This design comes from an exercise in tuning for small area on the open sky130 flow, not from production work. Power and IR drop assume default switching activity.

==> inputs of garnet <==
==> flow/design.v <==
module STS_generator(
    input       [3:0]   addr,
    output reg  [15:0]  rom
);
    always @(*) begin
        case (addr)
            4'd0: rom = {8'h0c, 8'h0c};
            4'd1: rom = {8'hde, 8'h01};
            4'd2: rom = {8'hfd, 8'hec};
            4'd3: rom = {8'h24, 8'hfd};
            4'd4: rom = {8'h18, 8'h00};
            4'd5: rom = {8'h24, 8'hfd};
            4'd6: rom = {8'hfd, 8'hec};
            4'd7: rom = {8'hde, 8'h01};
            4'd8: rom = {8'h0c, 8'h0c};
            4'd9: rom = {8'h01, 8'hde};
            4'd10: rom = {8'hec, 8'hfd};
            4'd11: rom = {8'hfd, 8'h24};
            4'd12: rom = {8'h00, 8'h18};
            4'd13: rom = {8'hfd, 8'h24};
            4'd14: rom = {8'hec, 8'hfd};
            4'd15: rom = {8'h01, 8'hde};
        endcase
    end
endmodule
module LTS_generator(
    input       [5:0]   addr,
    output reg  [15:0]  rom
);
    always @(*) begin
        case (addr)
            6'd0: rom = {8'hff, 8'h1f};
            6'd1: rom = {8'h28, 8'h00};
            6'd2: rom = {8'hff, 8'he1};
            6'd3: rom = {8'h0a, 8'he4};
            6'd4: rom = {8'h19, 8'h15};
            6'd5: rom = {8'h05, 8'h07};
            6'd6: rom = {8'h0f, 8'hea};
            6'd7: rom = {8'he3, 8'hf2};
            6'd8: rom = {8'hf6, 8'he5};
            6'd9: rom = {8'h19, 8'hf9};
            6'd10: rom = {8'h0e, 8'h01};
            6'd11: rom = {8'h00, 8'he3};
            6'd12: rom = {8'hdd, 8'hf4};
            6'd13: rom = {8'h06, 8'hf1};
            6'd14: rom = {8'h0f, 8'hfc};
            6'd15: rom = {8'hfa, 8'h29};
            6'd16: rom = {8'h1f, 8'hff};
            6'd17: rom = {8'h10, 8'hf0};
            6'd18: rom = {8'h09, 8'h19};
            6'd19: rom = {8'hf1, 8'h0a};
            6'd20: rom = {8'hde, 8'h11};
            6'd21: rom = {8'h15, 8'h18};
            6'd22: rom = {8'h12, 8'h04};
            6'd23: rom = {8'hf1, 8'h15};
            6'd24: rom = {8'hf2, 8'hfa};
            6'd25: rom = {8'hf7, 8'hd9};
            6'd26: rom = {8'he1, 8'hfc};
            6'd27: rom = {8'hdf, 8'hfb};
            6'd28: rom = {8'h13, 8'hed};
            6'd29: rom = {8'hff, 8'h0e};
            6'd30: rom = {8'he8, 8'h1d};
            6'd31: rom = {8'h17, 8'h1b};
            6'd32: rom = {8'h03, 8'h19};
            6'd33: rom = {8'hd8, 8'h00};
            6'd34: rom = {8'h03, 8'he7};
            6'd35: rom = {8'h17, 8'he5};
            6'd36: rom = {8'he8, 8'he3};
            6'd37: rom = {8'hff, 8'hf2};
            6'd38: rom = {8'h13, 8'h13};
            6'd39: rom = {8'hdf, 8'h05};
            6'd40: rom = {8'he1, 8'h04};
            6'd41: rom = {8'hf7, 8'h27};
            6'd42: rom = {8'hf2, 8'h06};
            6'd43: rom = {8'hf1, 8'heb};
            6'd44: rom = {8'h12, 8'hfc};
            6'd45: rom = {8'h15, 8'he8};
            6'd46: rom = {8'hde, 8'hef};
            6'd47: rom = {8'hf1, 8'hf6};
            6'd48: rom = {8'h09, 8'he7};
            6'd49: rom = {8'h10, 8'h10};
            6'd50: rom = {8'h1f, 8'h01};
            6'd51: rom = {8'hfa, 8'hd7};
            6'd52: rom = {8'h0f, 8'h04};
            6'd53: rom = {8'h06, 8'h0f};
            6'd54: rom = {8'hdd, 8'h0c};
            6'd55: rom = {8'h00, 8'h1d};
            6'd56: rom = {8'h0e, 8'hff};
            6'd57: rom = {8'h19, 8'h07};
            6'd58: rom = {8'hf6, 8'h1b};
            6'd59: rom = {8'he3, 8'h0e};
            6'd60: rom = {8'h0f, 8'h16};
            6'd61: rom = {8'h05, 8'hf9};
            6'd62: rom = {8'h19, 8'heb};
            6'd63: rom = {8'h0a, 8'h1c};
        endcase
    end
endmodule
module symbol_train(
    input               clk         ,
    input               rst_n       ,
    input               Tx_Clr      ,
    input               Start_En    ,
    output      [7:0]   Train_Im    ,
    output      [7:0]   Train_Re    ,
    output              Train_Adv
);
    reg  [8:0]  T;
    assign Train_Adv = !Tx_Clr && (Start_En || T != 9'd0) && T != 9'd322;
    always @(posedge clk or negedge rst_n) begin
        if (!rst_n)
            T <= 9'd0;
        else if (Tx_Clr)
            T <= 9'd0;
        else if (Train_Adv)
            T <= T + 9'd1;
    end
    wire [15:0] sts_w;
    STS_generator u_STS (.addr(T[3:0]), .rom(sts_w));
    wire [15:0] sts = (T == 9'd0 || T == 9'd160) ? 16'h0606 : sts_w;
    wire [15:0] lts_w;
    LTS_generator u_LTS (.addr(T[5:0]), .rom(lts_w));
    wire [15:0] lts = (T == 9'd161) ? {8'hEC, lts_w[7:0]} :
                      (T == 9'd321) ? 16'h1400 : lts_w;
    wire [15:0] s = (T <= 9'd160) ? sts : lts;
    assign Train_Re = s[15:8];
    assign Train_Im = s[7:0];
endmodule
module spram_64(
    input               clk ,
    input       [15:0]  din ,
    output      [15:0]  dout,
    output      [15:0]  tap
);
    reg [15:0] r [0:63];
    integer i;
    always @(posedge clk) begin
        r[0] <= din;
        for (i = 1; i < 64; i = i + 1)
            r[i] <= r[i-1];
    end
    assign dout = r[63];
    assign tap  = r[62];
endmodule
module cp_add(
    input               clk         ,
    input               rst_n       ,
    input       [7:0]   Din_Re      ,
    input       [7:0]   Din_Im      ,
    input               Din_En      ,
    input       [5:0]   Din_Index   ,
    output      [7:0]   Cp_Re       ,
    output      [7:0]   Cp_Im       ,
    output              Cp_Vld
);
    wire [15:0] dly, first;
    spram_64 u_buf (.clk(clk), .din({Din_Re, Din_Im}), .dout(dly), .tap(first));
    reg  [7:0]  Prev_Re, Prev_Im;
    always @(posedge clk or negedge rst_n) begin
        if (!rst_n) begin
            Prev_Re <= 8'd0;
            Prev_Im <= 8'd0;
        end else if (Din_Index == 6'd63) begin
            Prev_Re <= first[15:8];
            Prev_Im <= first[7:0];
        end
    end
    reg  [6:0]  rd_cnt;
    wire        rd_en = (rd_cnt != 7'd0);
    always @(posedge clk or negedge rst_n) begin
        if (!rst_n)
            rd_cnt <= 7'd0;
        else if (Din_Index == 6'd62)
            rd_cnt <= 7'd65;
        else if (rd_en)
            rd_cnt <= rd_cnt - 7'd1;
    end
    wire [7:0]  win_re = Prev_Re + Din_Re;
    wire [7:0]  win_im = Prev_Im + Din_Im;
    wire        cp     = (Din_Index[5:4] == 2'b11);
    wire        w48    = cp && (Din_Index[3:0] == 4'd0);
    assign Cp_Vld = cp || rd_en;
    assign Cp_Re  = w48 ? {1'b0, win_re[7:1]} : cp ? Din_Re : dly[15:8];
    assign Cp_Im  = w48 ? {1'b0, win_im[7:1]} : cp ? Din_Im : dly[7:0];
endmodule
`timescale 1ns / 1ps
module ofdm_tx_backend(
    input               clk             ,
    input               rst_n           ,
    input               Tx_Clr          ,
    input               Train_Start_En  ,
    input       [7:0]   Din_Re          ,
    input       [7:0]   Din_Im          ,
    input               Din_En          ,
    input       [5:0]   Din_Index       ,
    output reg  [7:0]   Dout_Re         ,
    output reg  [7:0]   Dout_Im         ,
    output reg          Dout_Vld
);
    wire [7:0]       Train_Im   ;
    wire [7:0]       Train_Re   ;
    wire             Train_Adv  ;
    wire [7:0]       Cp_Re      ;
    wire [7:0]       Cp_Im      ;
    wire             Cp_Vld     ;
    symbol_train  u_train (
        .clk                (clk            ),
        .rst_n              (rst_n          ),
        .Tx_Clr             (Tx_Clr         ),
        .Start_En           (Train_Start_En ),
        .Train_Im           (Train_Im       ),
        .Train_Re           (Train_Re       ),
        .Train_Adv          (Train_Adv      )
    );
    cp_add  u_cp_add(
        .clk                (clk            ),
        .rst_n              (rst_n          ),
        .Din_Re             (Din_Re         ),
        .Din_Im             (Din_Im         ),
        .Din_En             (Din_En         ),
        .Din_Index          (Din_Index      ),
        .Cp_Re              (Cp_Re          ),
        .Cp_Im              (Cp_Im          ),
        .Cp_Vld             (Cp_Vld         )
    );
    always @(posedge clk or negedge rst_n) begin
        if (!rst_n)
            Dout_Vld <= 1'b0;
        else
            Dout_Vld <= Train_Adv | Cp_Vld;
    end
    always @(posedge clk) begin
        Dout_Im <= Train_Adv ? Train_Re : Cp_Re;
        Dout_Re <= Train_Adv ? Train_Im : Cp_Im;
    end
endmodule
==> flow/run.sh <==
#!/bin/bash
# synth_recipe.tcl (not shown) runs the flow's synth.tcl, then flattens the netlist and writes it again
# the make line also repeats each setting of config.mk as NAME=value (left out here)
make -C /OpenROAD-flow-scripts/flow DESIGN_CONFIG=/design/flow/config.mk WORK_HOME=/design/flow/orfs CLKGATE_MAP_FILE= SYNTH_SCRIPT=/design/flow/synth_recipe.tcl finish
==> flow/config.mk <==
export PLATFORM = sky130hd
export DESIGN_NAME = ofdm_tx_backend
export DESIGN_NICKNAME = ofdm_tx_backend
export VERILOG_FILES = /design/flow/design.v
export SDC_FILE = /design/flow/constraint.sdc
export NUM_CORES = 4
export LEC_CHECK = 0
export CAP_MARGIN = 20
export CORE_MARGIN = 2
export CORE_UTILIZATION = 50
export CTS_CLUSTER_DIAMETER = 50
export CTS_CLUSTER_SIZE = 25
export SLEW_MARGIN = 20
==> flow/constraint.sdc <==
create_clock -name core_clock -period 5.0 [get_ports {clk}]
set_input_delay 1.0000 -clock core_clock [delete_from_list [all_inputs] [get_ports {clk}]]
set_output_delay 1.0000 -clock core_clock [all_outputs]
set_load 0.01 [all_outputs]
==> inputs of harbor, as changes to garnet <==
CORE_UTILIZATION = 40   (was 50)
CTS_CLUSTER_DIAMETER = 60   (was 50)
CTS_CLUSTER_SIZE = 30   (was 25)
==> inputs of zinc, as changes to garnet <==
CORE_UTILIZATION = 40   (was 50)
CTS_CLUSTER_DIAMETER = not set   (was 50)
CTS_CLUSTER_SIZE = not set   (was 25)
==> inputs of sierra, as changes to garnet <==
CORE_UTILIZATION = 40   (was 50)
CTS_BUF_LIST = sky130_fd_sc_hd__clkbuf_4   (was not set)
CTS_CLUSTER_DIAMETER = not set   (was 50)
CTS_CLUSTER_SIZE = 30   (was 25)
==> flow_metrics.py <==
metrics = {
    "run_status": {
        "outcome": "no timing/DRC/antenna violations",
    },
    "power": {
        "p_int_uw": 13640,
    },
    "critical_path": {
        "reg2regPathDepth": 7,
        "path_max_fanout": 40,
        "endpoint": "Dout_Re[7]",
    },
    "cells_and_area": {
        "sh_seq_area_pct": 73.01,
        "layout.nets": 1792,
        "nClkBuffers": 126,
    },
}
the above is filed under zinc

==> flow_metrics.py <==
metrics = {
    "cells_and_area": {
        "nClkBuffers": 52,
        "layout.nets": 1747,
        "sh_seq_area_pct": 77.80,
    },
    "power": {
        "p_int_uw": 11210,
    },
    "critical_path": {
        "reg2regPathDepth": 7,
        "endpoint": "Dout_Re[7]",
    },
    "run_status": {
        "outcome": "no timing/DRC/antenna violations",
    },
}
the above is filed under harbor

==> flow_metrics.py <==
metrics = {
    "run_status": {
        "outcome": "no timing/DRC/antenna violations",
    },
    "cells_and_area": {
        "areaGrowthSynthToFinish_pct": 16.70,
        "layout.nets": 1922,
        "nClkBuffers": 324,
        "final_util_pct": 47.43,
    },
    "yosys": {
        "syn_nets": 1691,
    },
    "critical_path": {
        "endpoint": "Dout_Re[7]",
        "path_max_fanout": 40,
        "reg2regPathDepth": 7,
    },
    "route": {
        "routed_via_density": 4.233,
    },
    "power": {
        "p_int_uw": 12730,
    },
}
the above is filed under sierra

==> flow_metrics.py <==
metrics = {
    "cells_and_area": {
        "layout.nets": 1761,
        "bufAreaShareNonClock_pct": 1.813,
        "sh_seq_area_pct": 76.88,
        "nClkBuffers": 64,
    },
    "critical_path": {
        "path_max_fanout": 12,
        "cpPeakStageDelay_ns": 0.67,
        "reg2regPathDepth": 8,
        "endpoint": "Dout_Im[7]",
    },
    "power": {
        "p_int_uw": 11760,
    },
    "timing": {
        "worstMarginPinSlew_ns": 0.9903,
    },
    "run_status": {
        "outcome": "no timing/DRC/antenna violations",
    },
}
the above is filed under garnet

No run of this note included a check of the RTL's function; only the layout flow was run.

==> afterwards: timing with drivers on the ports <==
The results above use ideal ports. As a check the final layouts listed here were re-extracted and re-timed, cells and wires unchanged.
Step 1, drivers: a clkbuf_16 drives clk and a buf_2 each remaining input, both assumed.
Step 2 times the ports against the registers' clock, not the clock port: input delays grow and output delays shrink by t, the midpoint of the rising clock arrivals with the driver on.
Slacks: ideal ports / drivers / drivers and shift; pairs: ideal ports / drivers.
run | shift t [ns] | slack for setup (ns) | latest minus earliest clock arrival (ns) | worst data-port slew with drivers (ns)
garnet | 0.668 | 1.726 / 1.726 / 1.438 | 0.032 / 0.032 | 0.05
harbor | 0.643 | 1.643 / 1.643 / 1.439 | 0.025 / 0.026 | 0.06
zinc | 0.654 | 1.616 / 1.616 / 1.444 | 0.018 / 0.018 | 0.06
sierra | 0.909 | 1.585 / 1.585 / 1.438 | 0.056 / 0.056 | 0.06
After both steps every run listed still meets setup and hold. The setup slack of garnet, which loses most, moves by 0.000 ns with the drivers and by -0.288 ns with both steps.
